What follows belongs to an exercise in optimizing a design on an open flow for small area, a short achievable clock period and few clock cycles per item; a production flow would make more cautious choices.

==> module led_serial, before the edit <==
module led_serial
   (
    clk,
    reset,
    keyi,
    datai,
    dataq,
    start,
    done);
   input          clk;
   input          reset;
   input  [127:0] keyi;
   input  [63:0]  datai;
   output [63:0]  dataq;
   input          start;
   output         done;
   reg  [63:0] state;
   reg  [5:0]  rc;      
   reg  [1:0]  cnt;     
   reg         ksel;    
   reg         busy;
   reg         done_r;  
   wire last = (rc == 6'h09);
   wire [63:0] mc;
   led_round u_round (.s(state), .o(mc));
   wire       step_end = (cnt == 2'd3);
   wire       use_k1 = ~busy | (step_end & ~ksel);
   wire       use_k2 = busy & step_end & ksel;
   wire [5:0] rca = busy ? rc : 6'h01;
   wire       addc = ~(busy & last);
   wire [63:0] cmask = addc ? {4'h8, 1'b0, rca[5:3], 8'h0,
                                4'h9, 1'b0, rca[2:0], 8'h0,
                                4'h2, 1'b0, rca[5:3], 8'h0,
                                4'h3, 1'b0, rca[2:0], 8'h0} : 64'h0;
   wire [63:0] mask = ({64{use_k1}} & keyi[127:64]) | ({64{use_k2}} & keyi[63:0]);
   wire [63:0] state_next = (busy ? mc : datai) ^ mask ^ cmask;
   always @(posedge clk)
     if (busy | start)
       state <= state_next;
   always @(posedge clk)
     if (start & ~busy) begin
        rc   <= 6'h03;
        cnt  <= 2'd0;
        ksel <= 1'b1;
     end else begin
        rc   <= {rc[4:0], rc[5] ^ rc[4] ^ 1'b1};
        cnt  <= cnt + 2'd1;
        if (step_end) ksel <= ~ksel;
     end
   wire busy_next = busy ? ~last : start;
   always @(posedge clk, posedge reset)
     if (reset) begin
        busy   <= 1'b0;
        done_r <= 1'b1;
     end else begin
        busy   <= busy_next;
        done_r <= ~busy_next;
     end
   assign done  = done_r;
   assign dataq = state;
endmodule
export LEC_CHECK = 0
export CAP_MARGIN = 20
export CORE_MARGIN = 2
export CORE_UTILIZATION = 40
export CTS_BUF_LIST = sky130_fd_sc_hd__clkbuf_8
export PLACE_DENSITY = 0.6
export SLEW_MARGIN = 20
export SYNTH_HIERARCHICAL = 1
export SYNTH_MINIMUM_KEEP_SIZE = 500
create_clock -name core_clock -period 10.0 [get_ports {clk}]
standard.sh (not shown) runs the stock make flow with config.mk's settings and CLKGATE_MAP_FILE= SYNTH_SCRIPT=/design/flow/synth_recipe.tcl, a recipe that flattens the netlist after the stock synthesis.
==> flow/flow/run.sh <==
#!/bin/bash
# Layout flow: the standard flow, with two changes.
#  1. Synthesis maps the logic with the ABC script flow/abc.script in place of
#     ORFS's abc_speed.script (same Yosys script, registers untouched).
#  2. The ports are buffered by the smallest buffer, sky130_fd_sc_hd__buf_1,
#     instead of the one buffer_ports picks by default.
set -euo pipefail
here=$(pwd)
rm -rf "$here/scripts_abc"
cp -r "$FLOW_HOME/scripts" "$here/scripts_abc"
cp "$here/flow/abc.script" "$here/scripts_abc/abc_speed.script"
bash standard.sh "SCRIPTS_DIR=$here/scripts_abc" synth > synth.log 2>&1
bash standard.sh "BUFFER_PORTS_ARGS=-buffer_cell sky130_fd_sc_hd__buf_1" finish > layout.log 2>&1
==> flow/flow/abc.script <==
&get -n
&st
&deepsyn -T 60
&dch
&nf -R 20
&put
==> next run, changes <==
--- a/flow/design.v
+++ b/flow/design.v
@@ -25,17 +25,22 @@
    led_round u_round (.s(state), .o(mc));
    wire       step_end = (cnt == 2'd3);
-   wire       use_k1 = ~busy | (step_end & ~ksel);
+   wire       load = ~busy & start;
+   wire       use_k1 = load | (busy & step_end & ~ksel);
    wire       use_k2 = busy & step_end & ksel;
-   wire [5:0] rca = busy ? rc : 6'h01;
-   wire       addc = ~(busy & last);
-   wire [63:0] cmask = addc ? {4'h8, 1'b0, rca[5:3], 8'h0,
-                                4'h9, 1'b0, rca[2:0], 8'h0,
-                                4'h2, 1'b0, rca[5:3], 8'h0,
-                                4'h3, 1'b0, rca[2:0], 8'h0} : 64'h0;
+   wire       busy_next = busy ? ~last : start;
+   wire [5:0] rca = (busy ? rc : 6'h01) & {6{busy_next}};
+   wire [3:0] c8 = {busy_next, 3'b000};
+   wire [3:0] c9 = {busy_next, 2'b00, busy_next};
+   wire [3:0] c2 = {2'b00, busy_next, 1'b0};
+   wire [3:0] c3 = {2'b00, busy_next, busy_next};
+   wire [63:0] cmask = {c8, 1'b0, rca[5:3], 8'h0,
+                        c9, 1'b0, rca[2:0], 8'h0,
+                        c2, 1'b0, rca[5:3], 8'h0,
+                        c3, 1'b0, rca[2:0], 8'h0};
    wire [63:0] mask = ({64{use_k1}} & keyi[127:64]) | ({64{use_k2}} & keyi[63:0]);
-   wire [63:0] state_next = (busy ? mc : datai) ^ mask ^ cmask;
+   wire [63:0] base = busy ? mc : (start ? datai : state);
+   wire [63:0] state_next = base ^ mask ^ cmask;
    always @(posedge clk)
-     if (busy | start)
-       state <= state_next;
+     state <= state_next;
    always @(posedge clk)
      if (start & ~busy) begin
@@ -48,5 +53,4 @@
         if (step_end) ksel <= ~ksel;
      end
-   wire busy_next = busy ? ~last : start;
    always @(posedge clk, posedge reset)
      if (reset) begin
What happened: Core utilization barely changes; setup slack degrades by 1000 ps; global-route usage climbs by 2.2 points; routed wire length climbs by 7.5%; via count climbs by 9.5%; sequential share of layout area drops by 6.3 points; final cell count climbs by 3.0%; synthesized area drops by 5.0%; non-clock buffer count climbs by 6.
No run of this note included a check of the RTL's function; only the layout flow was run.

## port drivers added, routing unchanged
The results above use ideal ports. As a check the final layouts listed here were re-extracted and re-timed, cells and wires unchanged.
Step 1 (the two cells are an assumption about what drives the block):
set clk [get_ports {clk}]
set_driving_cell -lib_cell sky130_fd_sc_hd__clkbuf_16 $clk
set_driving_cell -lib_cell sky130_fd_sc_hd__buf_2 [delete_from_list [all_inputs] $clk]
Step 2 adds t to the input delays and takes it off the output delays; t is the mean of the earliest and latest rising clock arrival at the registers after step 1. Input paths then give back, and output paths get back, about the clock's delay inside the block.
Three values: ideal ports, drivers, drivers and shift; two values: the first two.
run | t (ns) | slack for setup (ns) | clock arrival spread, ns | cell pins on the clock port's net
the first run | 0.403 | 6.765 / 6.765 / 6.699 | 0.013 / 0.013 | 1
the second run | 0.415 | 5.730 / 5.740 / 5.325 | 0.013 / 0.013 | 1
After both steps setup and hold are still met in every run listed. The setup slack of the second run, which loses most, moves by +0.010 ns with the drivers and by -0.405 ns with both steps.
